Source: an optimization exercise on an open RTL-to-GDS flow (aim: small area). Production flows keep margins and buffers that such runs may drop. No functional check of the RTL was part of any run shown here.

$ cat flow/config.mk
export PLATFORM = sky130hd
export DESIGN_NAME = fir_H
export DESIGN_NICKNAME = fir_H
export VERILOG_FILES = /design/flow/design.v
export SDC_FILE = /design/flow/constraint.sdc
export NUM_CORES = 4
export LEC_CHECK = 0
export CAP_MARGIN = 20
export CORE_MARGIN = 2
export CORE_UTILIZATION = 60
export SLEW_MARGIN = 20
export SYNTH_HIERARCHICAL = 1
$ cat flow/design.v
module fa(a,b,ci,s,co);           
input a,b,ci;
output s,co;
assign s = a ^ b ^ ci;
assign co = (a & b) | (ci & (a ^ b));
endmodule
module ha(a,b,s,co);              
input a,b;
output s,co;
assign s = a ^ b;
assign co = a & b;
endmodule
module xnor2(a,b,y);              
input a,b;
output y;
assign y = ~(a ^ b);
endmodule
module or2(a,b,y);
input a,b;
output y;
assign y = a | b;
endmodule
module aoi222(a1,a2,b1,b2,c1,c2,y);
input a1,a2,b1,b2,c1,c2;
output y;
assign y = ~((a1 & a2) | (b1 & b2) | (c1 & c2));
endmodule
module nand2(a,b,y);
input a,b;
output y;
assign y = ~(a & b);
endmodule
module nand3(a,b,c,y);
input a,b,c;
output y;
assign y = ~(a & b & c);
endmodule
module nand4(a,b,c,d,y);
input a,b,c,d;
output y;
assign y = ~(a & b & c & d);
endmodule
module nor3(a,b,c,y);
input a,b,c;
output y;
assign y = ~(a | b | c);
endmodule
module bsel(onen,twon,hn,hn1,neg,pp);
input onen,twon,hn,hn1,neg;
output pp;
assign pp = ~((hn | onen) & (hn1 | twon)) ^ neg;
endmodule
module bsel0(onen,hn,neg,pp);
input onen,hn,neg;
output pp;
assign pp = ~(hn | onen) ^ neg;
endmodule
module mac(hn,acc,onen,twon,neg,s);
input[15:0] hn;
input[31:0] acc;
input[7:0] onen,twon,neg;
output[32:0] s;
wire [7:0] negn = ~neg;
wire accn31 = ~acc[31];
wire pp0_0;
wire pp0_1;
wire pp0_2;
wire pp0_3;
wire pp0_4;
wire pp0_5;
wire pp0_6;
wire pp0_7;
wire pp0_8;
wire pp0_9;
wire pp0_10;
wire pp0_11;
wire pp0_12;
wire pp0_13;
wire pp0_14;
wire pp0_15;
wire pp0_16;
wire pp1_0;
wire pp1_1;
wire pp1_2;
wire pp1_3;
wire pp1_4;
wire pp1_5;
wire pp1_6;
wire pp1_7;
wire pp1_8;
wire pp1_9;
wire pp1_10;
wire pp1_11;
wire pp1_12;
wire pp1_13;
wire pp1_14;
wire pp1_15;
wire pp1_16;
wire pp2_0;
wire pp2_1;
wire pp2_2;
wire pp2_3;
wire pp2_4;
wire pp2_5;
wire pp2_6;
wire pp2_7;
wire pp2_8;
wire pp2_9;
wire pp2_10;
wire pp2_11;
wire pp2_12;
wire pp2_13;
wire pp2_14;
wire pp2_15;
wire pp2_16;
wire pp3_0;
wire pp3_1;
wire pp3_2;
wire pp3_3;
wire pp3_4;
wire pp3_5;
wire pp3_6;
wire pp3_7;
wire pp3_8;
wire pp3_9;
wire pp3_10;
wire pp3_11;
wire pp3_12;
wire pp3_13;
wire pp3_14;
wire pp3_15;
wire pp3_16;
wire pp4_0;
wire pp4_1;
wire pp4_2;
wire pp4_3;
wire pp4_4;
wire pp4_5;
wire pp4_6;
wire pp4_7;
wire pp4_8;
wire pp4_9;
wire pp4_10;
wire pp4_11;
wire pp4_12;
wire pp4_13;
wire pp4_14;
wire pp4_15;
wire pp4_16;
wire pp5_0;
wire pp5_1;
wire pp5_2;
wire pp5_3;
wire pp5_4;
wire pp5_5;
wire pp5_6;
wire pp5_7;
wire pp5_8;
wire pp5_9;
wire pp5_10;
wire pp5_11;
wire pp5_12;
wire pp5_13;
wire pp5_14;
wire pp5_15;
wire pp5_16;
wire pp6_0;
wire pp6_1;
wire pp6_2;
wire pp6_3;
wire pp6_4;
wire pp6_5;
wire pp6_6;
wire pp6_7;
wire pp6_8;
wire pp6_9;
wire pp6_10;
wire pp6_11;
wire pp6_12;
wire pp6_13;
wire pp6_14;
wire pp6_15;
wire pp6_16;
wire pp7_0;
wire pp7_1;
wire pp7_2;
wire pp7_3;
wire pp7_4;
wire pp7_5;
wire pp7_6;
wire pp7_7;
wire pp7_8;
wire pp7_9;
wire pp7_10;
wire pp7_11;
wire pp7_12;
wire pp7_13;
wire pp7_14;
wire pp7_15;
wire pp7_16;
wire s1, c1;
wire s2, c2;
wire s3, c3;
wire s4, c4;
wire s5, c5;
wire s6, c6;
wire s7, c7;
wire s8, c8;
wire s9, c9;
wire s10, c10;
wire s11, c11;
wire s12, c12;
wire s13, c13;
wire s14, c14;
wire s15, c15;
wire s16, c16;
wire s17, c17;
wire s18, c18;
wire s19, c19;
wire s20, c20;
wire s21, c21;
wire s22, c22;
wire s23, c23;
wire s24, c24;
wire s25, c25;
wire s26, c26;
wire s27, c27;
wire s28, c28;
wire s29, c29;
wire s30, c30;
wire s31, c31;
wire s32, c32;
wire s33, c33;
wire s34, c34;
wire s35, c35;
wire s36, c36;
wire s37, c37;
wire s38, c38;
wire s39, c39;
wire s40, c40;
wire s41, c41;
wire s42, c42;
wire s43, c43;
wire s44, c44;
wire s45, c45;
wire s46, c46;
wire s47, c47;
wire s48, c48;
wire s49, c49;
wire s50, c50;
wire s51, c51;
wire s52, c52;
wire s53, c53;
wire s54, c54;
wire s55, c55;
wire s56, c56;
wire s57, c57;
wire s58, c58;
wire s59, c59;
wire s60, c60;
wire s61, c61;
wire s62, c62;
wire s63, c63;
wire s64, c64;
wire s65, c65;
wire s66, c66;
wire s67, c67;
wire s68, c68;
wire s69, c69;
wire s70, c70;
wire s71, c71;
wire s72, c72;
wire s73, c73;
wire s74, c74;
wire s75, c75;
wire s76, c76;
wire s77, c77;
wire s78, c78;
wire s79, c79;
wire s80, c80;
wire s81, c81;
wire s82, c82;
wire s83, c83;
wire s84, c84;
wire s85, c85;
wire s86, c86;
wire s87, c87;
wire s88, c88;
wire s89, c89;
wire s90, c90;
wire s91, c91;
wire s92, c92;
wire s93, c93;
wire s94, c94;
wire s95, c95;
wire s96, c96;
wire s97, c97;
wire s98, c98;
wire s99, c99;
wire s100, c100;
wire s101, c101;
wire s102, c102;
wire s103, c103;
wire s104, c104;
wire s105, c105;
wire s106, c106;
wire s107, c107;
wire s108, c108;
wire s109, c109;
wire s110, c110;
wire s111, c111;
wire s112, c112;
wire s113, c113;
wire s114, c114;
wire s115, c115;
wire s116, c116;
wire s117, c117;
wire s118, c118;
wire s119, c119;
wire s120, c120;
wire s121, c121;
wire s122, c122;
wire s123, c123;
wire s124, c124;
wire s125, c125;
wire s126, c126;
wire s127, c127;
wire s128, c128;
wire s129, c129;
wire s130, c130;
wire s131, c131;
wire s132, c132;
wire s133, c133;
wire s134, c134;
wire s135, c135;
wire s136, c136;
wire s137, c137;
wire s138, c138;
wire s139, c139;
wire s140, c140;
wire s141, c141;
wire s142, c142;
wire s143, c143;
wire s144, c144;
wire s145, c145;
wire s146, c146;
wire s147, c147;
wire s148, c148;
wire s149, c149;
wire s150, c150;
wire s151, c151;
wire s152, c152;
wire s153, c153;
wire s154, c154;
wire s155, c155;
wire s156, c156;
wire s157, c157;
wire s158, c158;
wire s159, c159;
bsel0 b0_0(.onen(onen[0]), .hn(hn[0]), .neg(neg[0]), .pp(pp0_0));
bsel b0_1(.onen(onen[0]), .twon(twon[0]), .hn(hn[1]), .hn1(hn[0]), .neg(neg[0]), .pp(pp0_1));
bsel b0_2(.onen(onen[0]), .twon(twon[0]), .hn(hn[2]), .hn1(hn[1]), .neg(neg[0]), .pp(pp0_2));
bsel b0_3(.onen(onen[0]), .twon(twon[0]), .hn(hn[3]), .hn1(hn[2]), .neg(neg[0]), .pp(pp0_3));
bsel b0_4(.onen(onen[0]), .twon(twon[0]), .hn(hn[4]), .hn1(hn[3]), .neg(neg[0]), .pp(pp0_4));
bsel b0_5(.onen(onen[0]), .twon(twon[0]), .hn(hn[5]), .hn1(hn[4]), .neg(neg[0]), .pp(pp0_5));
bsel b0_6(.onen(onen[0]), .twon(twon[0]), .hn(hn[6]), .hn1(hn[5]), .neg(neg[0]), .pp(pp0_6));
bsel b0_7(.onen(onen[0]), .twon(twon[0]), .hn(hn[7]), .hn1(hn[6]), .neg(neg[0]), .pp(pp0_7));
bsel b0_8(.onen(onen[0]), .twon(twon[0]), .hn(hn[8]), .hn1(hn[7]), .neg(neg[0]), .pp(pp0_8));
bsel b0_9(.onen(onen[0]), .twon(twon[0]), .hn(hn[9]), .hn1(hn[8]), .neg(neg[0]), .pp(pp0_9));
bsel b0_10(.onen(onen[0]), .twon(twon[0]), .hn(hn[10]), .hn1(hn[9]), .neg(neg[0]), .pp(pp0_10));
bsel b0_11(.onen(onen[0]), .twon(twon[0]), .hn(hn[11]), .hn1(hn[10]), .neg(neg[0]), .pp(pp0_11));
bsel b0_12(.onen(onen[0]), .twon(twon[0]), .hn(hn[12]), .hn1(hn[11]), .neg(neg[0]), .pp(pp0_12));
bsel b0_13(.onen(onen[0]), .twon(twon[0]), .hn(hn[13]), .hn1(hn[12]), .neg(neg[0]), .pp(pp0_13));
bsel b0_14(.onen(onen[0]), .twon(twon[0]), .hn(hn[14]), .hn1(hn[13]), .neg(neg[0]), .pp(pp0_14));
bsel b0_15(.onen(onen[0]), .twon(twon[0]), .hn(hn[15]), .hn1(hn[14]), .neg(neg[0]), .pp(pp0_15));
bsel b0_16(.onen(onen[0]), .twon(twon[0]), .hn(hn[15]), .hn1(hn[15]), .neg(negn[0]), .pp(pp0_16));
bsel0 b1_0(.onen(onen[1]), .hn(hn[0]), .neg(neg[1]), .pp(pp1_0));
bsel b1_1(.onen(onen[1]), .twon(twon[1]), .hn(hn[1]), .hn1(hn[0]), .neg(neg[1]), .pp(pp1_1));
bsel b1_2(.onen(onen[1]), .twon(twon[1]), .hn(hn[2]), .hn1(hn[1]), .neg(neg[1]), .pp(pp1_2));
bsel b1_3(.onen(onen[1]), .twon(twon[1]), .hn(hn[3]), .hn1(hn[2]), .neg(neg[1]), .pp(pp1_3));
bsel b1_4(.onen(onen[1]), .twon(twon[1]), .hn(hn[4]), .hn1(hn[3]), .neg(neg[1]), .pp(pp1_4));
bsel b1_5(.onen(onen[1]), .twon(twon[1]), .hn(hn[5]), .hn1(hn[4]), .neg(neg[1]), .pp(pp1_5));
bsel b1_6(.onen(onen[1]), .twon(twon[1]), .hn(hn[6]), .hn1(hn[5]), .neg(neg[1]), .pp(pp1_6));
bsel b1_7(.onen(onen[1]), .twon(twon[1]), .hn(hn[7]), .hn1(hn[6]), .neg(neg[1]), .pp(pp1_7));
bsel b1_8(.onen(onen[1]), .twon(twon[1]), .hn(hn[8]), .hn1(hn[7]), .neg(neg[1]), .pp(pp1_8));
bsel b1_9(.onen(onen[1]), .twon(twon[1]), .hn(hn[9]), .hn1(hn[8]), .neg(neg[1]), .pp(pp1_9));
bsel b1_10(.onen(onen[1]), .twon(twon[1]), .hn(hn[10]), .hn1(hn[9]), .neg(neg[1]), .pp(pp1_10));
bsel b1_11(.onen(onen[1]), .twon(twon[1]), .hn(hn[11]), .hn1(hn[10]), .neg(neg[1]), .pp(pp1_11));
bsel b1_12(.onen(onen[1]), .twon(twon[1]), .hn(hn[12]), .hn1(hn[11]), .neg(neg[1]), .pp(pp1_12));
bsel b1_13(.onen(onen[1]), .twon(twon[1]), .hn(hn[13]), .hn1(hn[12]), .neg(neg[1]), .pp(pp1_13));
bsel b1_14(.onen(onen[1]), .twon(twon[1]), .hn(hn[14]), .hn1(hn[13]), .neg(neg[1]), .pp(pp1_14));
bsel b1_15(.onen(onen[1]), .twon(twon[1]), .hn(hn[15]), .hn1(hn[14]), .neg(neg[1]), .pp(pp1_15));
bsel b1_16(.onen(onen[1]), .twon(twon[1]), .hn(hn[15]), .hn1(hn[15]), .neg(negn[1]), .pp(pp1_16));
bsel0 b2_0(.onen(onen[2]), .hn(hn[0]), .neg(neg[2]), .pp(pp2_0));
bsel b2_1(.onen(onen[2]), .twon(twon[2]), .hn(hn[1]), .hn1(hn[0]), .neg(neg[2]), .pp(pp2_1));
bsel b2_2(.onen(onen[2]), .twon(twon[2]), .hn(hn[2]), .hn1(hn[1]), .neg(neg[2]), .pp(pp2_2));
bsel b2_3(.onen(onen[2]), .twon(twon[2]), .hn(hn[3]), .hn1(hn[2]), .neg(neg[2]), .pp(pp2_3));
bsel b2_4(.onen(onen[2]), .twon(twon[2]), .hn(hn[4]), .hn1(hn[3]), .neg(neg[2]), .pp(pp2_4));
bsel b2_5(.onen(onen[2]), .twon(twon[2]), .hn(hn[5]), .hn1(hn[4]), .neg(neg[2]), .pp(pp2_5));
bsel b2_6(.onen(onen[2]), .twon(twon[2]), .hn(hn[6]), .hn1(hn[5]), .neg(neg[2]), .pp(pp2_6));
bsel b2_7(.onen(onen[2]), .twon(twon[2]), .hn(hn[7]), .hn1(hn[6]), .neg(neg[2]), .pp(pp2_7));
bsel b2_8(.onen(onen[2]), .twon(twon[2]), .hn(hn[8]), .hn1(hn[7]), .neg(neg[2]), .pp(pp2_8));
bsel b2_9(.onen(onen[2]), .twon(twon[2]), .hn(hn[9]), .hn1(hn[8]), .neg(neg[2]), .pp(pp2_9));
bsel b2_10(.onen(onen[2]), .twon(twon[2]), .hn(hn[10]), .hn1(hn[9]), .neg(neg[2]), .pp(pp2_10));
bsel b2_11(.onen(onen[2]), .twon(twon[2]), .hn(hn[11]), .hn1(hn[10]), .neg(neg[2]), .pp(pp2_11));
bsel b2_12(.onen(onen[2]), .twon(twon[2]), .hn(hn[12]), .hn1(hn[11]), .neg(neg[2]), .pp(pp2_12));
bsel b2_13(.onen(onen[2]), .twon(twon[2]), .hn(hn[13]), .hn1(hn[12]), .neg(neg[2]), .pp(pp2_13));
bsel b2_14(.onen(onen[2]), .twon(twon[2]), .hn(hn[14]), .hn1(hn[13]), .neg(neg[2]), .pp(pp2_14));
bsel b2_15(.onen(onen[2]), .twon(twon[2]), .hn(hn[15]), .hn1(hn[14]), .neg(neg[2]), .pp(pp2_15));
bsel b2_16(.onen(onen[2]), .twon(twon[2]), .hn(hn[15]), .hn1(hn[15]), .neg(negn[2]), .pp(pp2_16));
bsel0 b3_0(.onen(onen[3]), .hn(hn[0]), .neg(neg[3]), .pp(pp3_0));
bsel b3_1(.onen(onen[3]), .twon(twon[3]), .hn(hn[1]), .hn1(hn[0]), .neg(neg[3]), .pp(pp3_1));
bsel b3_2(.onen(onen[3]), .twon(twon[3]), .hn(hn[2]), .hn1(hn[1]), .neg(neg[3]), .pp(pp3_2));
bsel b3_3(.onen(onen[3]), .twon(twon[3]), .hn(hn[3]), .hn1(hn[2]), .neg(neg[3]), .pp(pp3_3));
bsel b3_4(.onen(onen[3]), .twon(twon[3]), .hn(hn[4]), .hn1(hn[3]), .neg(neg[3]), .pp(pp3_4));
bsel b3_5(.onen(onen[3]), .twon(twon[3]), .hn(hn[5]), .hn1(hn[4]), .neg(neg[3]), .pp(pp3_5));
bsel b3_6(.onen(onen[3]), .twon(twon[3]), .hn(hn[6]), .hn1(hn[5]), .neg(neg[3]), .pp(pp3_6));
bsel b3_7(.onen(onen[3]), .twon(twon[3]), .hn(hn[7]), .hn1(hn[6]), .neg(neg[3]), .pp(pp3_7));
bsel b3_8(.onen(onen[3]), .twon(twon[3]), .hn(hn[8]), .hn1(hn[7]), .neg(neg[3]), .pp(pp3_8));
bsel b3_9(.onen(onen[3]), .twon(twon[3]), .hn(hn[9]), .hn1(hn[8]), .neg(neg[3]), .pp(pp3_9));
bsel b3_10(.onen(onen[3]), .twon(twon[3]), .hn(hn[10]), .hn1(hn[9]), .neg(neg[3]), .pp(pp3_10));
bsel b3_11(.onen(onen[3]), .twon(twon[3]), .hn(hn[11]), .hn1(hn[10]), .neg(neg[3]), .pp(pp3_11));
bsel b3_12(.onen(onen[3]), .twon(twon[3]), .hn(hn[12]), .hn1(hn[11]), .neg(neg[3]), .pp(pp3_12));
bsel b3_13(.onen(onen[3]), .twon(twon[3]), .hn(hn[13]), .hn1(hn[12]), .neg(neg[3]), .pp(pp3_13));
bsel b3_14(.onen(onen[3]), .twon(twon[3]), .hn(hn[14]), .hn1(hn[13]), .neg(neg[3]), .pp(pp3_14));
bsel b3_15(.onen(onen[3]), .twon(twon[3]), .hn(hn[15]), .hn1(hn[14]), .neg(neg[3]), .pp(pp3_15));
bsel b3_16(.onen(onen[3]), .twon(twon[3]), .hn(hn[15]), .hn1(hn[15]), .neg(negn[3]), .pp(pp3_16));
bsel0 b4_0(.onen(onen[4]), .hn(hn[0]), .neg(neg[4]), .pp(pp4_0));
bsel b4_1(.onen(onen[4]), .twon(twon[4]), .hn(hn[1]), .hn1(hn[0]), .neg(neg[4]), .pp(pp4_1));
bsel b4_2(.onen(onen[4]), .twon(twon[4]), .hn(hn[2]), .hn1(hn[1]), .neg(neg[4]), .pp(pp4_2));
bsel b4_3(.onen(onen[4]), .twon(twon[4]), .hn(hn[3]), .hn1(hn[2]), .neg(neg[4]), .pp(pp4_3));
bsel b4_4(.onen(onen[4]), .twon(twon[4]), .hn(hn[4]), .hn1(hn[3]), .neg(neg[4]), .pp(pp4_4));
bsel b4_5(.onen(onen[4]), .twon(twon[4]), .hn(hn[5]), .hn1(hn[4]), .neg(neg[4]), .pp(pp4_5));
bsel b4_6(.onen(onen[4]), .twon(twon[4]), .hn(hn[6]), .hn1(hn[5]), .neg(neg[4]), .pp(pp4_6));
bsel b4_7(.onen(onen[4]), .twon(twon[4]), .hn(hn[7]), .hn1(hn[6]), .neg(neg[4]), .pp(pp4_7));
bsel b4_8(.onen(onen[4]), .twon(twon[4]), .hn(hn[8]), .hn1(hn[7]), .neg(neg[4]), .pp(pp4_8));
bsel b4_9(.onen(onen[4]), .twon(twon[4]), .hn(hn[9]), .hn1(hn[8]), .neg(neg[4]), .pp(pp4_9));
bsel b4_10(.onen(onen[4]), .twon(twon[4]), .hn(hn[10]), .hn1(hn[9]), .neg(neg[4]), .pp(pp4_10));
bsel b4_11(.onen(onen[4]), .twon(twon[4]), .hn(hn[11]), .hn1(hn[10]), .neg(neg[4]), .pp(pp4_11));
bsel b4_12(.onen(onen[4]), .twon(twon[4]), .hn(hn[12]), .hn1(hn[11]), .neg(neg[4]), .pp(pp4_12));
bsel b4_13(.onen(onen[4]), .twon(twon[4]), .hn(hn[13]), .hn1(hn[12]), .neg(neg[4]), .pp(pp4_13));
bsel b4_14(.onen(onen[4]), .twon(twon[4]), .hn(hn[14]), .hn1(hn[13]), .neg(neg[4]), .pp(pp4_14));
bsel b4_15(.onen(onen[4]), .twon(twon[4]), .hn(hn[15]), .hn1(hn[14]), .neg(neg[4]), .pp(pp4_15));
bsel b4_16(.onen(onen[4]), .twon(twon[4]), .hn(hn[15]), .hn1(hn[15]), .neg(negn[4]), .pp(pp4_16));
bsel0 b5_0(.onen(onen[5]), .hn(hn[0]), .neg(neg[5]), .pp(pp5_0));
bsel b5_1(.onen(onen[5]), .twon(twon[5]), .hn(hn[1]), .hn1(hn[0]), .neg(neg[5]), .pp(pp5_1));
bsel b5_2(.onen(onen[5]), .twon(twon[5]), .hn(hn[2]), .hn1(hn[1]), .neg(neg[5]), .pp(pp5_2));
bsel b5_3(.onen(onen[5]), .twon(twon[5]), .hn(hn[3]), .hn1(hn[2]), .neg(neg[5]), .pp(pp5_3));
bsel b5_4(.onen(onen[5]), .twon(twon[5]), .hn(hn[4]), .hn1(hn[3]), .neg(neg[5]), .pp(pp5_4));
bsel b5_5(.onen(onen[5]), .twon(twon[5]), .hn(hn[5]), .hn1(hn[4]), .neg(neg[5]), .pp(pp5_5));
bsel b5_6(.onen(onen[5]), .twon(twon[5]), .hn(hn[6]), .hn1(hn[5]), .neg(neg[5]), .pp(pp5_6));
bsel b5_7(.onen(onen[5]), .twon(twon[5]), .hn(hn[7]), .hn1(hn[6]), .neg(neg[5]), .pp(pp5_7));
bsel b5_8(.onen(onen[5]), .twon(twon[5]), .hn(hn[8]), .hn1(hn[7]), .neg(neg[5]), .pp(pp5_8));
bsel b5_9(.onen(onen[5]), .twon(twon[5]), .hn(hn[9]), .hn1(hn[8]), .neg(neg[5]), .pp(pp5_9));
bsel b5_10(.onen(onen[5]), .twon(twon[5]), .hn(hn[10]), .hn1(hn[9]), .neg(neg[5]), .pp(pp5_10));
bsel b5_11(.onen(onen[5]), .twon(twon[5]), .hn(hn[11]), .hn1(hn[10]), .neg(neg[5]), .pp(pp5_11));
bsel b5_12(.onen(onen[5]), .twon(twon[5]), .hn(hn[12]), .hn1(hn[11]), .neg(neg[5]), .pp(pp5_12));
bsel b5_13(.onen(onen[5]), .twon(twon[5]), .hn(hn[13]), .hn1(hn[12]), .neg(neg[5]), .pp(pp5_13));
bsel b5_14(.onen(onen[5]), .twon(twon[5]), .hn(hn[14]), .hn1(hn[13]), .neg(neg[5]), .pp(pp5_14));
bsel b5_15(.onen(onen[5]), .twon(twon[5]), .hn(hn[15]), .hn1(hn[14]), .neg(neg[5]), .pp(pp5_15));
bsel b5_16(.onen(onen[5]), .twon(twon[5]), .hn(hn[15]), .hn1(hn[15]), .neg(negn[5]), .pp(pp5_16));
bsel0 b6_0(.onen(onen[6]), .hn(hn[0]), .neg(neg[6]), .pp(pp6_0));
bsel b6_1(.onen(onen[6]), .twon(twon[6]), .hn(hn[1]), .hn1(hn[0]), .neg(neg[6]), .pp(pp6_1));
bsel b6_2(.onen(onen[6]), .twon(twon[6]), .hn(hn[2]), .hn1(hn[1]), .neg(neg[6]), .pp(pp6_2));
bsel b6_3(.onen(onen[6]), .twon(twon[6]), .hn(hn[3]), .hn1(hn[2]), .neg(neg[6]), .pp(pp6_3));
bsel b6_4(.onen(onen[6]), .twon(twon[6]), .hn(hn[4]), .hn1(hn[3]), .neg(neg[6]), .pp(pp6_4));
bsel b6_5(.onen(onen[6]), .twon(twon[6]), .hn(hn[5]), .hn1(hn[4]), .neg(neg[6]), .pp(pp6_5));
bsel b6_6(.onen(onen[6]), .twon(twon[6]), .hn(hn[6]), .hn1(hn[5]), .neg(neg[6]), .pp(pp6_6));
bsel b6_7(.onen(onen[6]), .twon(twon[6]), .hn(hn[7]), .hn1(hn[6]), .neg(neg[6]), .pp(pp6_7));
bsel b6_8(.onen(onen[6]), .twon(twon[6]), .hn(hn[8]), .hn1(hn[7]), .neg(neg[6]), .pp(pp6_8));
bsel b6_9(.onen(onen[6]), .twon(twon[6]), .hn(hn[9]), .hn1(hn[8]), .neg(neg[6]), .pp(pp6_9));
bsel b6_10(.onen(onen[6]), .twon(twon[6]), .hn(hn[10]), .hn1(hn[9]), .neg(neg[6]), .pp(pp6_10));
bsel b6_11(.onen(onen[6]), .twon(twon[6]), .hn(hn[11]), .hn1(hn[10]), .neg(neg[6]), .pp(pp6_11));
bsel b6_12(.onen(onen[6]), .twon(twon[6]), .hn(hn[12]), .hn1(hn[11]), .neg(neg[6]), .pp(pp6_12));
bsel b6_13(.onen(onen[6]), .twon(twon[6]), .hn(hn[13]), .hn1(hn[12]), .neg(neg[6]), .pp(pp6_13));
bsel b6_14(.onen(onen[6]), .twon(twon[6]), .hn(hn[14]), .hn1(hn[13]), .neg(neg[6]), .pp(pp6_14));
bsel b6_15(.onen(onen[6]), .twon(twon[6]), .hn(hn[15]), .hn1(hn[14]), .neg(neg[6]), .pp(pp6_15));
bsel b6_16(.onen(onen[6]), .twon(twon[6]), .hn(hn[15]), .hn1(hn[15]), .neg(negn[6]), .pp(pp6_16));
bsel0 b7_0(.onen(onen[7]), .hn(hn[0]), .neg(neg[7]), .pp(pp7_0));
bsel0 b7_1(.onen(onen[7]), .hn(hn[1]), .neg(neg[7]), .pp(pp7_1));
bsel0 b7_2(.onen(onen[7]), .hn(hn[2]), .neg(neg[7]), .pp(pp7_2));
bsel0 b7_3(.onen(onen[7]), .hn(hn[3]), .neg(neg[7]), .pp(pp7_3));
bsel0 b7_4(.onen(onen[7]), .hn(hn[4]), .neg(neg[7]), .pp(pp7_4));
bsel0 b7_5(.onen(onen[7]), .hn(hn[5]), .neg(neg[7]), .pp(pp7_5));
bsel0 b7_6(.onen(onen[7]), .hn(hn[6]), .neg(neg[7]), .pp(pp7_6));
bsel0 b7_7(.onen(onen[7]), .hn(hn[7]), .neg(neg[7]), .pp(pp7_7));
bsel0 b7_8(.onen(onen[7]), .hn(hn[8]), .neg(neg[7]), .pp(pp7_8));
bsel0 b7_9(.onen(onen[7]), .hn(hn[9]), .neg(neg[7]), .pp(pp7_9));
bsel0 b7_10(.onen(onen[7]), .hn(hn[10]), .neg(neg[7]), .pp(pp7_10));
bsel0 b7_11(.onen(onen[7]), .hn(hn[11]), .neg(neg[7]), .pp(pp7_11));
bsel0 b7_12(.onen(onen[7]), .hn(hn[12]), .neg(neg[7]), .pp(pp7_12));
bsel0 b7_13(.onen(onen[7]), .hn(hn[13]), .neg(neg[7]), .pp(pp7_13));
bsel0 b7_14(.onen(onen[7]), .hn(hn[14]), .neg(neg[7]), .pp(pp7_14));
bsel0 b7_15(.onen(onen[7]), .hn(hn[15]), .neg(neg[7]), .pp(pp7_15));
bsel0 b7_16(.onen(onen[7]), .hn(hn[15]), .neg(negn[7]), .pp(pp7_16));
fa f1(.a(acc[0]), .b(neg[0]), .ci(pp0_0), .s(s1), .co(c1));
fa f2(.a(acc[1]), .b(pp0_1), .ci(c1), .s(s2), .co(c2));
fa f3(.a(acc[2]), .b(neg[1]), .ci(pp0_2), .s(s3), .co(c3));
fa f4(.a(pp1_0), .b(s3), .ci(c2), .s(s4), .co(c4));
fa f5(.a(acc[3]), .b(pp0_3), .ci(pp1_1), .s(s5), .co(c5));
fa f6(.a(c3), .b(s5), .ci(c4), .s(s6), .co(c6));
fa f7(.a(acc[4]), .b(neg[2]), .ci(pp0_4), .s(s7), .co(c7));
fa f8(.a(pp1_2), .b(pp2_0), .ci(c5), .s(s8), .co(c8));
fa f9(.a(s7), .b(s8), .ci(c6), .s(s9), .co(c9));
fa f10(.a(acc[5]), .b(pp0_5), .ci(pp1_3), .s(s10), .co(c10));
fa f11(.a(pp2_1), .b(c7), .ci(s10), .s(s11), .co(c11));
fa f12(.a(c8), .b(s11), .ci(c9), .s(s12), .co(c12));
fa f13(.a(acc[6]), .b(neg[3]), .ci(pp0_6), .s(s13), .co(c13));
fa f14(.a(pp1_4), .b(pp2_2), .ci(pp3_0), .s(s14), .co(c14));
fa f15(.a(c10), .b(s13), .ci(s14), .s(s15), .co(c15));
fa f16(.a(c11), .b(s15), .ci(c12), .s(s16), .co(c16));
fa f17(.a(acc[7]), .b(pp0_7), .ci(pp1_5), .s(s17), .co(c17));
fa f18(.a(pp2_3), .b(pp3_1), .ci(c13), .s(s18), .co(c18));
fa f19(.a(c14), .b(s17), .ci(c15), .s(s19), .co(c19));
fa f20(.a(s18), .b(s19), .ci(c16), .s(s20), .co(c20));
fa f21(.a(acc[8]), .b(neg[4]), .ci(pp0_8), .s(s21), .co(c21));
fa f22(.a(pp1_6), .b(pp2_4), .ci(pp3_2), .s(s22), .co(c22));
fa f23(.a(pp4_0), .b(c17), .ci(s21), .s(s23), .co(c23));
fa f24(.a(s22), .b(c18), .ci(s23), .s(s24), .co(c24));
fa f25(.a(c19), .b(s24), .ci(c20), .s(s25), .co(c25));
fa f26(.a(acc[9]), .b(pp0_9), .ci(pp1_7), .s(s26), .co(c26));
fa f27(.a(pp2_5), .b(pp3_3), .ci(pp4_1), .s(s27), .co(c27));
fa f28(.a(c21), .b(c22), .ci(s26), .s(s28), .co(c28));
fa f29(.a(s27), .b(c23), .ci(s28), .s(s29), .co(c29));
fa f30(.a(c24), .b(s29), .ci(c25), .s(s30), .co(c30));
fa f31(.a(acc[10]), .b(neg[5]), .ci(pp0_10), .s(s31), .co(c31));
fa f32(.a(pp1_8), .b(pp2_6), .ci(pp3_4), .s(s32), .co(c32));
fa f33(.a(pp4_2), .b(pp5_0), .ci(c26), .s(s33), .co(c33));
fa f34(.a(c27), .b(s31), .ci(s32), .s(s34), .co(c34));
fa f35(.a(c28), .b(s33), .ci(s34), .s(s35), .co(c35));
fa f36(.a(c29), .b(s35), .ci(c30), .s(s36), .co(c36));
fa f37(.a(acc[11]), .b(pp0_11), .ci(pp1_9), .s(s37), .co(c37));
fa f38(.a(pp2_7), .b(pp3_5), .ci(pp4_3), .s(s38), .co(c38));
fa f39(.a(pp5_1), .b(c31), .ci(c32), .s(s39), .co(c39));
fa f40(.a(s37), .b(s38), .ci(c33), .s(s40), .co(c40));
fa f41(.a(c34), .b(s39), .ci(c35), .s(s41), .co(c41));
fa f42(.a(s40), .b(s41), .ci(c36), .s(s42), .co(c42));
fa f43(.a(acc[12]), .b(neg[6]), .ci(pp0_12), .s(s43), .co(c43));
fa f44(.a(pp1_10), .b(pp2_8), .ci(pp3_6), .s(s44), .co(c44));
fa f45(.a(pp4_4), .b(pp5_2), .ci(pp6_0), .s(s45), .co(c45));
fa f46(.a(c37), .b(c38), .ci(s43), .s(s46), .co(c46));
fa f47(.a(s44), .b(s45), .ci(c39), .s(s47), .co(c47));
fa f48(.a(s46), .b(c40), .ci(s47), .s(s48), .co(c48));
fa f49(.a(c41), .b(s48), .ci(c42), .s(s49), .co(c49));
fa f50(.a(acc[13]), .b(pp0_13), .ci(pp1_11), .s(s50), .co(c50));
fa f51(.a(pp2_9), .b(pp3_7), .ci(pp4_5), .s(s51), .co(c51));
fa f52(.a(pp5_3), .b(pp6_1), .ci(c43), .s(s52), .co(c52));
fa f53(.a(c44), .b(c45), .ci(s50), .s(s53), .co(c53));
fa f54(.a(s51), .b(c46), .ci(s52), .s(s54), .co(c54));
fa f55(.a(s53), .b(c47), .ci(s54), .s(s55), .co(c55));
fa f56(.a(c48), .b(s55), .ci(c49), .s(s56), .co(c56));
fa f57(.a(acc[14]), .b(neg[7]), .ci(pp0_14), .s(s57), .co(c57));
fa f58(.a(pp1_12), .b(pp2_10), .ci(pp3_8), .s(s58), .co(c58));
fa f59(.a(pp4_6), .b(pp5_4), .ci(pp6_2), .s(s59), .co(c59));
fa f60(.a(pp7_0), .b(c50), .ci(c51), .s(s60), .co(c60));
fa f61(.a(s57), .b(s58), .ci(s59), .s(s61), .co(c61));
fa f62(.a(c52), .b(c53), .ci(s60), .s(s62), .co(c62));
fa f63(.a(s61), .b(c54), .ci(s62), .s(s63), .co(c63));
fa f64(.a(c55), .b(s63), .ci(c56), .s(s64), .co(c64));
fa f65(.a(acc[15]), .b(pp0_15), .ci(pp1_13), .s(s65), .co(c65));
fa f66(.a(pp2_11), .b(pp3_9), .ci(pp4_7), .s(s66), .co(c66));
fa f67(.a(pp5_5), .b(pp6_3), .ci(pp7_1), .s(s67), .co(c67));
fa f68(.a(c57), .b(c58), .ci(c59), .s(s68), .co(c68));
fa f69(.a(s65), .b(s66), .ci(s67), .s(s69), .co(c69));
fa f70(.a(c60), .b(c61), .ci(s68), .s(s70), .co(c70));
fa f71(.a(s69), .b(c62), .ci(s70), .s(s71), .co(c71));
fa f72(.a(c63), .b(s71), .ci(c64), .s(s72), .co(c72));
xnor2 f73(.a(acc[16]), .b(pp0_16), .y(s73));
or2 g73(.a(acc[16]), .b(pp0_16), .y(c73));
fa f74(.a(pp1_14), .b(pp2_12), .ci(pp3_10), .s(s74), .co(c74));
fa f75(.a(pp4_8), .b(pp5_6), .ci(pp6_4), .s(s75), .co(c75));
fa f76(.a(pp7_2), .b(c65), .ci(c66), .s(s76), .co(c76));
fa f77(.a(c67), .b(s73), .ci(s74), .s(s77), .co(c77));
fa f78(.a(s75), .b(c68), .ci(c69), .s(s78), .co(c78));
fa f79(.a(s76), .b(s77), .ci(c70), .s(s79), .co(c79));
fa f80(.a(s78), .b(c71), .ci(s79), .s(s80), .co(c80));
ha f81(.a(c72), .b(s80), .s(s81), .co(c81));
xnor2 f82(.a(acc[17]), .b(pp1_15), .y(s82));
or2 g82(.a(acc[17]), .b(pp1_15), .y(c82));
fa f83(.a(pp2_13), .b(pp3_11), .ci(pp4_9), .s(s83), .co(c83));
fa f84(.a(pp5_7), .b(pp6_5), .ci(pp7_3), .s(s84), .co(c84));
fa f85(.a(c73), .b(c74), .ci(c75), .s(s85), .co(c85));
fa f86(.a(s82), .b(s83), .ci(s84), .s(s86), .co(c86));
fa f87(.a(c76), .b(c77), .ci(s85), .s(s87), .co(c87));
fa f88(.a(s86), .b(c78), .ci(s87), .s(s88), .co(c88));
fa f89(.a(c79), .b(s88), .ci(c80), .s(s89), .co(c89));
ha f90(.a(c81), .b(s89), .s(s90), .co(c90));
fa f91(.a(acc[18]), .b(pp1_16), .ci(pp2_14), .s(s91), .co(c91));
fa f92(.a(pp3_12), .b(pp4_10), .ci(pp5_8), .s(s92), .co(c92));
fa f93(.a(pp6_6), .b(pp7_4), .ci(c82), .s(s93), .co(c93));
fa f94(.a(c83), .b(c84), .ci(s91), .s(s94), .co(c94));
fa f95(.a(s92), .b(c85), .ci(c86), .s(s95), .co(c95));
fa f96(.a(s93), .b(s94), .ci(c87), .s(s96), .co(c96));
fa f97(.a(s95), .b(c88), .ci(s96), .s(s97), .co(c97));
fa f98(.a(s97), .b(c89), .ci(c90), .s(s98), .co(c98));
xnor2 f99(.a(acc[19]), .b(pp2_15), .y(s99));
or2 g99(.a(acc[19]), .b(pp2_15), .y(c99));
fa f100(.a(pp3_13), .b(pp4_11), .ci(pp5_9), .s(s100), .co(c100));
fa f101(.a(pp6_7), .b(pp7_5), .ci(c91), .s(s101), .co(c101));
fa f102(.a(c92), .b(s100), .ci(s99), .s(s102), .co(c102));
fa f103(.a(c93), .b(c94), .ci(s101), .s(s103), .co(c103));
fa f104(.a(s102), .b(c95), .ci(s103), .s(s104), .co(c104));
fa f105(.a(c96), .b(s104), .ci(c97), .s(s105), .co(c105));
ha f106(.a(c98), .b(s105), .s(s106), .co(c106));
fa f107(.a(acc[20]), .b(pp2_16), .ci(pp3_14), .s(s107), .co(c107));
fa f108(.a(pp4_12), .b(pp5_10), .ci(pp6_8), .s(s108), .co(c108));
fa f109(.a(pp7_6), .b(c100), .ci(c99), .s(s109), .co(c109));
fa f110(.a(s107), .b(s108), .ci(c101), .s(s110), .co(c110));
fa f111(.a(c102), .b(s109), .ci(c103), .s(s111), .co(c111));
fa f112(.a(s110), .b(c104), .ci(s111), .s(s112), .co(c112));
fa f113(.a(s112), .b(c105), .ci(c106), .s(s113), .co(c113));
xnor2 f114(.a(acc[21]), .b(pp3_15), .y(s114));
or2 g114(.a(acc[21]), .b(pp3_15), .y(c114));
fa f115(.a(pp4_13), .b(pp5_11), .ci(pp6_9), .s(s115), .co(c115));
fa f116(.a(pp7_7), .b(c107), .ci(c108), .s(s116), .co(c116));
fa f117(.a(s114), .b(s115), .ci(c109), .s(s117), .co(c117));
fa f118(.a(s116), .b(c110), .ci(s117), .s(s118), .co(c118));
fa f119(.a(c111), .b(s118), .ci(c112), .s(s119), .co(c119));
ha f120(.a(c113), .b(s119), .s(s120), .co(c120));
fa f121(.a(acc[22]), .b(pp3_16), .ci(pp4_14), .s(s121), .co(c121));
fa f122(.a(pp5_12), .b(pp6_10), .ci(pp7_8), .s(s122), .co(c122));
fa f123(.a(c114), .b(c115), .ci(s121), .s(s123), .co(c123));
fa f124(.a(s122), .b(c116), .ci(s123), .s(s124), .co(c124));
fa f125(.a(c117), .b(s124), .ci(c118), .s(s125), .co(c125));
fa f126(.a(s125), .b(c119), .ci(c120), .s(s126), .co(c126));
xnor2 f127(.a(acc[23]), .b(pp4_15), .y(s127));
or2 g127(.a(acc[23]), .b(pp4_15), .y(c127));
fa f128(.a(pp5_13), .b(pp6_11), .ci(pp7_9), .s(s128), .co(c128));
fa f129(.a(c121), .b(c122), .ci(s127), .s(s129), .co(c129));
fa f130(.a(s128), .b(c123), .ci(s129), .s(s130), .co(c130));
fa f131(.a(c124), .b(s130), .ci(c125), .s(s131), .co(c131));
ha f132(.a(c126), .b(s131), .s(s132), .co(c132));
fa f133(.a(acc[24]), .b(pp4_16), .ci(pp5_14), .s(s133), .co(c133));
fa f134(.a(pp6_12), .b(pp7_10), .ci(c127), .s(s134), .co(c134));
fa f135(.a(c128), .b(s133), .ci(c129), .s(s135), .co(c135));
fa f136(.a(s134), .b(c130), .ci(s135), .s(s136), .co(c136));
fa f137(.a(s136), .b(c131), .ci(c132), .s(s137), .co(c137));
xnor2 f138(.a(acc[25]), .b(pp5_15), .y(s138));
or2 g138(.a(acc[25]), .b(pp5_15), .y(c138));
fa f139(.a(pp6_13), .b(pp7_11), .ci(c133), .s(s139), .co(c139));
fa f140(.a(s138), .b(c134), .ci(s139), .s(s140), .co(c140));
fa f141(.a(c135), .b(s140), .ci(c136), .s(s141), .co(c141));
ha f142(.a(c137), .b(s141), .s(s142), .co(c142));
fa f143(.a(acc[26]), .b(pp5_16), .ci(pp6_14), .s(s143), .co(c143));
fa f144(.a(pp7_12), .b(c138), .ci(s143), .s(s144), .co(c144));
fa f145(.a(c139), .b(s144), .ci(c140), .s(s145), .co(c145));
fa f146(.a(s145), .b(c141), .ci(c142), .s(s146), .co(c146));
xnor2 f147(.a(acc[27]), .b(pp6_15), .y(s147));
or2 g147(.a(acc[27]), .b(pp6_15), .y(c147));
fa f148(.a(pp7_13), .b(c143), .ci(s147), .s(s148), .co(c148));
fa f149(.a(c144), .b(s148), .ci(c145), .s(s149), .co(c149));
ha f150(.a(c146), .b(s149), .s(s150), .co(c150));
fa f151(.a(acc[28]), .b(pp6_16), .ci(pp7_14), .s(s151), .co(c151));
fa f152(.a(c147), .b(s151), .ci(c148), .s(s152), .co(c152));
fa f153(.a(s152), .b(c149), .ci(c150), .s(s153), .co(c153));
xnor2 f154(.a(acc[29]), .b(pp7_15), .y(s154));
or2 g154(.a(acc[29]), .b(pp7_15), .y(c154));
fa f155(.a(c151), .b(s154), .ci(c152), .s(s155), .co(c155));
ha f156(.a(c153), .b(s155), .s(s156), .co(c156));
fa f157(.a(acc[30]), .b(pp7_16), .ci(c154), .s(s157), .co(c157));
fa f158(.a(s157), .b(c155), .ci(c156), .s(s158), .co(c158));
fa f159(.a(accn31), .b(c157), .ci(c158), .s(s159), .co(c159));
assign s = {~c159, s159, s158, s156, s153, s150, s146, s142, s137, s132, s126, s120, s113, s106, s98, s90, s81, s72, s64, s56, s49, s42, s36, s30, s25, s20, s16, s12, s9, s6, s4, s2, s1};
endmodule
module rmux(d,sel,yn);
input[30:0] d;
input[30:0] sel;
output yn;
wire [10:0] t;
wire [2:0] o;
aoi222 a0(.a1(d[0]), .a2(sel[0]), .b1(d[1]), .b2(sel[1]), .c1(d[2]), .c2(sel[2]), .y(t[0]));
aoi222 a1(.a1(d[3]), .a2(sel[3]), .b1(d[4]), .b2(sel[4]), .c1(d[5]), .c2(sel[5]), .y(t[1]));
aoi222 a2(.a1(d[6]), .a2(sel[6]), .b1(d[7]), .b2(sel[7]), .c1(d[8]), .c2(sel[8]), .y(t[2]));
aoi222 a3(.a1(d[9]), .a2(sel[9]), .b1(d[10]), .b2(sel[10]), .c1(d[11]), .c2(sel[11]), .y(t[3]));
aoi222 a4(.a1(d[12]), .a2(sel[12]), .b1(d[13]), .b2(sel[13]), .c1(d[14]), .c2(sel[14]), .y(t[4]));
aoi222 a5(.a1(d[15]), .a2(sel[15]), .b1(d[16]), .b2(sel[16]), .c1(d[17]), .c2(sel[17]), .y(t[5]));
aoi222 a6(.a1(d[18]), .a2(sel[18]), .b1(d[19]), .b2(sel[19]), .c1(d[20]), .c2(sel[20]), .y(t[6]));
aoi222 a7(.a1(d[21]), .a2(sel[21]), .b1(d[22]), .b2(sel[22]), .c1(d[23]), .c2(sel[23]), .y(t[7]));
aoi222 a8(.a1(d[24]), .a2(sel[24]), .b1(d[25]), .b2(sel[25]), .c1(d[26]), .c2(sel[26]), .y(t[8]));
aoi222 a9(.a1(d[27]), .a2(sel[27]), .b1(d[28]), .b2(sel[28]), .c1(d[29]), .c2(sel[29]), .y(t[9]));
nand2 a10(.a(d[30]), .b(sel[30]), .y(t[10]));
nand4 o0(.a(t[0]), .b(t[1]), .c(t[2]), .d(t[3]), .y(o[0]));
nand4 o1(.a(t[4]), .b(t[5]), .c(t[6]), .d(t[7]), .y(o[1]));
nand3 o2(.a(t[8]), .b(t[9]), .c(t[10]), .y(o[2]));
nor3 o3(.a(o[0]), .b(o[1]), .c(o[2]), .y(yn));
endmodule
module h_rom_h(addr,mode,onen,twon,neg);
input mode;
input[4:0] addr;
output[7:0] onen, twon, neg;
wire [4:0] k = 5'd0 - addr;
wire [3:0] kk = k[4] ? ~k[3:0] : k[3:0];
reg [7:0] one, two, sg;
always @(*) begin
	case({mode,kk})
		5'd0: begin one = 8'b00001101; two = 8'b00000000; sg = 8'b00000100; end  
		5'd1: begin one = 8'b00001010; two = 8'b00000000; sg = 8'b00000010; end  
		5'd2: begin one = 8'b00001111; two = 8'b00000000; sg = 8'b00000000; end  
		5'd3: begin one = 8'b00010000; two = 8'b00001000; sg = 8'b00001000; end  
		5'd4: begin one = 8'b00011001; two = 8'b00000000; sg = 8'b00001000; end  
		5'd5: begin one = 8'b00010010; two = 8'b00000100; sg = 8'b00000010; end  
		5'd6: begin one = 8'b00000111; two = 8'b00011000; sg = 8'b00001000; end  
		5'd7: begin one = 8'b00101111; two = 8'b00010000; sg = 8'b00010101; end  
		5'd8: begin one = 8'b00110000; two = 8'b00000000; sg = 8'b00010000; end  
		5'd9: begin one = 8'b00100110; two = 8'b00000000; sg = 8'b00000010; end  
		5'd10: begin one = 8'b00110110; two = 8'b00001001; sg = 8'b00000101; end  
		5'd11: begin one = 8'b00010011; two = 8'b00101100; sg = 8'b00010101; end  
		5'd12: begin one = 8'b01101100; two = 8'b00010001; sg = 8'b00110001; end  
		5'd13: begin one = 8'b01011111; two = 8'b00000000; sg = 8'b00010001; end  
		5'd14: begin one = 8'b00110110; two = 8'b01001001; sg = 8'b00111001; end  
		5'd15: begin one = 8'b11011110; two = 8'b00000001; sg = 8'b00000011; end  
		5'd16: begin one = 8'b00000110; two = 8'b00000001; sg = 8'b00000101; end  
		5'd17: begin one = 8'b00000101; two = 8'b00000000; sg = 8'b00000000; end  
		5'd18: begin one = 8'b00001000; two = 8'b00000000; sg = 8'b00000000; end  
		5'd19: begin one = 8'b00010011; two = 8'b00001000; sg = 8'b00001001; end  
		5'd20: begin one = 8'b00011011; two = 8'b00000000; sg = 8'b00001001; end  
		5'd21: begin one = 8'b00011100; two = 8'b00000000; sg = 8'b00001000; end  
		5'd22: begin one = 8'b00000110; two = 8'b00001000; sg = 8'b00000110; end  
		5'd23: begin one = 8'b00010111; two = 8'b00001000; sg = 8'b00010111; end  
		5'd24: begin one = 8'b00101100; two = 8'b00010011; sg = 8'b00101001; end  
		5'd25: begin one = 8'b00100100; two = 8'b00000010; sg = 8'b00100010; end  
		5'd26: begin one = 8'b00111100; two = 8'b00000000; sg = 8'b00111100; end  
		5'd27: begin one = 8'b00111011; two = 8'b00000000; sg = 8'b00111010; end  
		5'd28: begin one = 8'b00111110; two = 8'b00000001; sg = 8'b00100001; end  
		5'd29: begin one = 8'b00100001; two = 8'b00000010; sg = 8'b00000010; end  
		5'd30: begin one = 8'b01111111; two = 8'b00000000; sg = 8'b00011010; end  
		5'd31: begin one = 8'b11010000; two = 8'b00001011; sg = 8'b00011001; end  
		default: begin one = 8'b0; two = 8'b0; sg = 8'b0; end
	endcase
end
assign onen = ~one;
assign twon = ~two;
assign neg = sg ^ {8{k[4]}};
endmodule
module fir_H(xIn,sample,clk,reset,yOut,mode);
input mode;
input sample, clk, reset;
input[15:0] xIn;
output reg[15:0] yOut;
	reg [495:0] ring;           
	reg [4:0] r;                
	reg [15:0] xb;              
	reg [4:0] ph;               
	reg [4:0] u;                
	reg [31:0] acc;
	wire start = sample & ~reset & (ph == 5'd0);
	wire busy = (ph != 5'd0);
	wire ins = busy & ((ph == r) | ((ph == 5'd31) & (r == 5'd0)));
	wire [15:0] fb = ins ? xb : ring[15:0];
	always @(posedge clk)
		ring <= {fb, ring[495:16]};
	always @(posedge clk)
		if (!busy) xb <= xIn;
	always @(posedge clk)
		if (reset) r <= 5'd0;
		else if (!(start | busy)) r <= (r == 5'd0) ? 5'd30 : r - 5'd1;
	wire [15:0] hn;
	wire [30:0] sel;
	genvar g;
	generate for (g = 0; g < 31; g = g + 1) begin : rd
		assign sel[g] = (r == g);
	end
	for (g = 0; g < 16; g = g + 1) begin : rb
		wire [30:0] d;
		genvar w;
		for (w = 0; w < 31; w = w + 1) begin : dw
			assign d[w] = ring[16*w + g];
		end
		rmux m(.d(d), .sel(sel), .yn(hn[g]));
	end endgenerate
	always @(posedge clk)
		if (reset) ph <= 5'd0;
		else if (start | busy) ph <= ph + 5'd1;
	always @(posedge clk)
		if (reset) u <= 5'd31;
		else if (ph == 5'd31 && u != 5'd0) u <= u - 5'd1;
	wire [7:0] onen, twon, neg;
	h_rom_h rom(.addr(ph), .mode(mode), .onen(onen), .twon(twon), .neg(neg));
	wire [32:0] s;
	mac mac0(.hn(hn), .acc(acc), .onen(onen), .twon(twon), .neg(neg), .s(s));
	wire [31:0] sat = (s[32] == s[31]) ? s[31:0] : (s[32] ? 32'h8000_0000 : 32'h07ff_ffff);
	wire clr = reset | (ph == 5'd31) | (~busy & ~sample) | (ph < u);
	always @(posedge clk)
		acc <= clr ? 32'd0 : sat;
	wire [15:0] y = acc[31] ? (acc[30] ? acc[30:15] : 16'h8000)
	                        : (acc[30] ? 16'h7fff : acc[30:15]);
	always @(posedge clk)
		if (reset) yOut <= 16'd0;
		else if (ph == 5'd31) yOut <= y;
endmodule
$ cat flow/flow/run.sh
#!/bin/bash
# Layout flow: the standard ORFS flow (standard.sh) with two changes:
#  - before the resizer's repair_design, every cell is set to its smallest
#    drive strength (flow/downsize.tcl); repair_design sizes up what needs it;
#  - clock tree synthesis without dummy loads (CTS_ARGS).
# make's output goes to standard.log; ORFS keeps each step's log in orfs/logs.
set -euo pipefail
here=$(pwd)
export PRE_RESIZE_TCL=$here/flow/downsize.tcl
export REMOVE_ABC_BUFFERS=1
export BUFFER_PORTS_ARGS="-buffer_cell sky130_fd_sc_hd__buf_1"
export CTS_ARGS="-sink_clustering_enable -repair_clock_nets -dont_use_dummy_load -sink_clustering_size 28 -sink_clustering_max_diameter 100"
bash standard.sh > standard.log 2>&1
$ cat flow/flow/downsize.tcl
# Before the resizer's repair_design (PRE_RESIZE hook): give every cell the
# smallest drive strength of its function.  Synthesis sizes cells for speed
# that this design, with its long clock period, does not need; repair_design
# then upsizes or buffers wherever slew, capacitance or fanout need it.
set db [ord::get_db]
set block [ord::get_db_block]
set dont_use $::env(DONT_USE_CELLS)
set count 0
foreach inst [$block getInsts] {
  set m [$inst getMaster]
  set name [$m getName]
  if { ![regexp {^(sky130_fd_sc_hd__[a-z0-9]+)_([0-9]+)$} $name -> base drive] } { continue }
  if { [$inst isFixed] } { continue }
  set best $m
  foreach d {0 1 2 3 4 6 8 12 16} {
    set cname ${base}_$d
    if { [lsearch -exact $dont_use $cname] >= 0 } { continue }
    set c [$db findMaster $cname]
    if { $c == "NULL" || $c == "" } { continue }
    if { [$c getWidth] < [$best getWidth] } { set best $c }
  }
  if { $best != $m } {
    set p1 [lsort [lmap t [$m getMTerms] {$t getName}]]
    set p2 [lsort [lmap t [$best getMTerms] {$t getName}]]
    if { $p1 eq $p2 } {
      $inst swapMaster $best
      incr count
    }
  }
}
puts "downsize: $count instances set to their smallest drive strength"
$ cat flow/standard.sh
#!/bin/bash
# synth_recipe.tcl (not shown) runs the flow's synth.tcl, then flattens the netlist and writes it again
# the make line also repeats each setting of config.mk as NAME=value (left out here)
make -C /OpenROAD-flow-scripts/flow DESIGN_CONFIG=/design/flow/config.mk WORK_HOME=/design/flow/orfs CLKGATE_MAP_FILE= SYNTH_SCRIPT=/design/flow/synth_recipe.tcl "${@:-finish}"
$ cat flow/constraint.sdc
create_clock -name core_clock -period 25.0 [get_ports {clk}]
set_input_delay 5.0000 -clock core_clock [delete_from_list [all_inputs] [get_ports {clk}]]
set_output_delay 5.0000 -clock core_clock [all_outputs]
set_load 0.01 [all_outputs]
==> run_results.csv, run 1 <==
group,metric,value,unit
clock_network,cts_resized,0,
setup_path,rr_endpoint,"acc[11]",
setup_path,r2r_setup_slack,7.69,ns
grt,grt_max_degree,38,
grt,grt.busiest_layer,"met2",
grt,grt_first_pass_wirelength,91.4,mm
synth,syn_inst,1926,
clock_network,cts_setup_buffers,0,
floorplan,die-area,41400,um2
cells_and_area,drive_gt1_frac,0.0365,
grt,use_met2,0.443,
placement,routabilityCongestion,0.872,
routing,drt_iter0_markers,1786,
clock_network,cts_tree,"done",
clock_network,cts.hold.buffers_added,0,
clock_network,clock-sinks,575,
grt,grt_use_total,0.284,
status,outcome,"finished clean",
routing,wl,58.2,mm
timing,min_period,18.91,ns
routing,antenna_left,0,
floorplan,start_util,0.605,
timing,slew_violations,0,
clock_network,insertion_delay,0.61,ns
synth,yosysWarnings,8,
routing,vias_per_cell,6.35,
setup_path,cp_slowest_cell,"fa_1",
setup_path,crit_fanout,32,
placement,place_inst,2469,
grt,grt_pass1_vias,15600,
setup_path,critPathArrivalTime,19.35,ns
min_path,whs_path_depth,0,
setup_path,timing.rr.start,"ph[0]",
placement,postPlaceCellArea,23400,um2
cells_and_area,nets,2169,
timing,slew_headroom,0.191,
min_path,min_from,"ring[252]",
placement,dp_hpwl,41.2,mm
synth,synth_area,23900,um2
routing,routedWlPerCell,23.3,um
clock_network,clk_pin_slew,0.10,ns
setup_path,worstPathRequired,25.44,ns
setup_path,crit_path_start,"mode",
timing,finClkSkew,0.114,ns
timing,fmax,0.0529,GHz
setup_path,start_kind,"input port",
clock_network,clockBufferDepth,3,
timing,hold_viol,0,
setup_path,worst_path_largest_cell_delay,0.56,ns
setup_path,rr_worst_depth,51,
floorplan,die_w,203,um
setup_path,path_class,"input port to flip-flop",
floorplan,die_h,203,um
cells_and_area,layout_common_cells,"dfxtp_1, a222oi_1, fa_1",
flow_run,cap_violations,0,
grt,use_met3,0.0387,
setup_path,cpMostUsedCell,"fa_1",
routing,drc,0,
grt,grt_use_met1,0.422,
routing,vias,15800,
cells_and_area,fillers,3311,
cells_and_area,syn_to_final_growth,0.786,%
timing,fin_crit_sh,0.756,
min_path,hold_end,"ring[236]",
setup_path,critPathCaptureType,"flip-flop",
clock_network,htreeDepth,1,
placement,port_buffers,35,
timing,final-setup-viol-count,0,
cells_and_area,final_common_cell,"dfxtp_1",
min_path,hold_path.class,"flip-flop to flip-flop",
floorplan,core_area,39500,um2
clock_network,cts_root_buf,"clkbuf_16",
cells_and_area,final_cells,2496,
grt,grt_antenna_before_repair,1,
cells_and_area,antennaDiodeCount,0,
grt,grt_overflow_total,0,
cells_and_area,stdcell_area,24100,um2
timing,setup_tns,0,ns
floorplan,ios,36,
cells_and_area,fin_util,0.610,
synth,syn_area_per_cell,12.4,um2
timing,rsz0062_at_grt,"false",
routing,first_pass_iters,9,
timing,tightest_slew,1.21,ns
clock_network,cts_buffers,26,
floorplan,fp-row-count,73,
## worst max-delay path by stage
stage,end,slack (ns),depth (start not counted)
global placement,acc[3],5.19,43
finish,acc[11],6.09,43
global route,acc[4],5.46,43
detailed placement,acc[11],4.71,43
floorplan,acc[0],5.56,41
CTS,acc[11],5.26,43
## sequential cells by signal (all words and copies together), names as in the netlist
signal and cells:
acc 32, ph 5, r 5, ring 496, u 5, xb 16
yOut 16
## through the flow
| step | hold slack [ns] | worst slack, ns |
|---|---|---|
| after global placement | 0.333 | 5.19 |
| after global routing | 0.305 | 5.46 |
| after CTS | 0.300 | 5.26 |
| after floorplan | 0.330 | 5.56 |
| after detailed placement | 0.336 | 4.71 |
| final | 0.300 | 6.09 |
## final cells by class
class	count	area, um2	area share
inverters	51	191	0.00796
well taps	525	657	0.0273
repair buffers	115	582	0.0242
multi-input cells	1204	10300	0.428
clock buffers	26	651	0.0270
flip-flops and latches	575	11700	0.485
## metal layers
layer | vias up | share of wire | wire length (um)
met5 | - | 0 | 0
met2 | 561 | 0.45 | 26300
met4 | 0 | 0.024 | 1420
li1 | 7283 | - | -
met1 | 7921 | 0.46 | 26600
met3 | 84 | 0.067 | 3900
## worst max-delay path: cells and delay by family
family	cells	cell delay [ns]
AO/OA/AOI/OAI	2	0.42
XOR/XNOR	1	0.15
buffers and inverters	6	1.76
adder cells (fa/ha/maj)	32	11.33
AND/OR/NAND/NOR	2	0.66
==> inputs of run 2 (changes only) <==
--- a/flow/config.mk
+++ b/flow/config.mk
@@ -7,6 +7,7 @@
 export LEC_CHECK = 0
 export CAP_MARGIN = 20
 export CORE_MARGIN = 2
-export CORE_UTILIZATION = 60
+export CORE_UTILIZATION = 70
+export GPL_TIMING_DRIVEN = 0
 export SLEW_MARGIN = 20
 export SYNTH_HIERARCHICAL = 1
==> run 2 against run 1 <==
Net effect: still clean; clock skew decreased by 0.042 ns; cell count decreased by 3.8%; cell area rose by 1.1%; critical endpoint is now acc[4].
==> run_results.csv, run 2 <==
group,metric,value,unit
floorplan,fp-row-count,67,
routing,drt_iter0_markers,1942,
grt,grt_overflow_total,0,
floorplan,die-area,35600,um2
clock_network,clk_pin_slew,0.11,ns
cells_and_area,fin_util,0.726,
status,outcome,"finished clean",
setup_path,start_kind,"input port",
cells_and_area,top_regs,"ring: 496 flops, acc: 32 flops",
timing,tightest_slew,1.11,ns
setup_path,critPathCaptureType,"flip-flop",
cells_and_area,largest_register_ffs,496,
synth,syn_inst,1926,
timing,rsz0062_at_grt,"false",
timing,fin_crit_sh,0.757,
floorplan,die_h,189,um
setup_path,critPathBufInv,4,
cells_and_area,syn_to_final_growth,1.93,%
grt,grt_antenna_before_repair,2,
clock_network,clockBufferDepth,3,
setup_path,worst_path_largest_cell_delay,0.73,ns
setup_path,cpMostUsedCell,"fa_1",
routing,wl,56.3,mm
cells_and_area,nets,2150,
synth,synth_area,23900,um2
clock_network,cts_tree,"done",
timing,setup_tns,0,ns
cells_and_area,stdcell_area,24300,um2
floorplan,ios,36,
placement,routabilityCongestion,0.881,
setup_path,crit_fanout,32,
floorplan,start_util,0.712,
clock_network,htreeDepth,1,
cells_and_area,layout_common_cells,"dfxtp_1, a222oi_1, fa_1",
clock_network,cts_setup_buffers,0,
floorplan,die_w,189,um
timing,slew_headroom,0.258,
flow_run,cap_violations,0,
routing,drc,0,
timing,fmax,0.0528,GHz
placement,place_inst,2374,
placement,postPlaceCellArea,23700,um2
setup_path,path_class,"input port to flip-flop",
placement,port_buffers,35,
floorplan,core_area,33500,um2
grt,grt_first_pass_wirelength,90.6,mm
clock_network,cts_root_buf,"clkbuf_16",
timing,hold_viol,0,
timing,final-setup-viol-count,0,
timing,min_period,18.93,ns
clock_network,cts_buffers,25,
setup_path,critPathArrivalTime,19.32,ns
synth,yosysWarnings,8,
grt,grt_use_total,0.323,
placement,dp_hpwl,40.5,mm
routing,vias,16100,
setup_path,cp_slowest_cell,"ha_2",
clock_network,cts.hold.buffers_added,0,
clock_network,insertion_delay,0.60,ns
setup_path,cp_top_family,"adder cells",
routing,antenna_left,0,
min_path,hold_path.class,"flip-flop to flip-flop",
setup_path,worstPathRequired,25.39,ns
synth,syn_area_per_cell,12.4,um2
routing,vias_per_cell,6.70,
timing,finClkSkew,0.0725,ns
timing,slew_violations,0,
grt,grt_pass1_vias,16200,
cells_and_area,largest-register,"ring",
routing,first_pass_iters,9,
cells_and_area,final_cells,2402,
clock_network,cts_resized,0,
cells_and_area,final_common_cell,"dfxtp_1",
grt,grt_max_degree,38,
cells_and_area,drive_gt1_frac,0.0835,
clock_network,clock-sinks,575,
routing,routedWlPerCell,23.5,um
run 2: cell count changes in the layout (fill, tap and decap cells not counted), sizes merged:
cell	change
clkbuf	-3
buf	-16
diode	+2
run 2: final cells by class:
cell class,count,area (um2)
fillers,2403,9200
flip-flops and latches,575,11700
multi-input cells,1204,10500
clock buffers,25,626
repair buffers,97,744
well taps,448,561
inverters,51,191
diodes,2,5.00
run 2: routing by layer:
metal | track usage | wire [um] | up-vias
met5 | 0 | 0 | -
met4 | 0.0962 | 1550 | 0
met3 | 0.0410 | 4400 | 122
met2 | 0.501 | 25600 | 676
met1 | 0.478 | 24800 | 8065
li1 | - | - | 7236
run 2: stage by stage:
step / worst slack, ns / hold WS, ns
floorplan: 5.56 / 0.330
detailed placement: 5.11 / 0.336
finish: 6.07 / 0.308
global placement: 3.04 / 0.332
global route: 5.54 / 0.322
CTS: 5.69 / 0.314
run 2: path summary, 6_finish.rpt:
path              startpoint        to  slack [ns]  cells past startpoint
setup / recovery        mode    acc[4]        6.07                     44
hold / removal      ring[32]  ring[16]        0.31                      0
setup reg to reg       ph[0]    acc[4]        7.20                     51
hold reg to reg     ring[32]  ring[16]        0.31                      0

port drivers added, routing unchanged:
In the flow no input, the clock included, has a driving cell. The finished layouts below were timed again as built, in two steps.
Step 1, drivers: a clkbuf_16 drives clk and a buf_2 each remaining input, both assumed.
Step 2 times the ports against the registers' clock, not the clock port: input delays grow and output delays shrink by t, the midpoint of the rising clock arrivals with the driver on.
Three values: no drivers, after step 1, after step 2; two values: the first two.
| run | t, ns | setup WS [ns] | worst hold slack (ns) |
|---|---|---|---|
| run 1 | 0.613 | 6.089 / 6.122 / 5.510 | 0.300 / 0.300 / 0.300 |
| run 2 | 0.623 | 6.066 / 6.099 / 5.476 | 0.308 / 0.308 / 0.308 |
After both steps setup and hold are still met in every run listed. For run 2, which loses most, drivers alone change the setup slack by +0.033 ns; drivers and shift together by -0.590 ns.
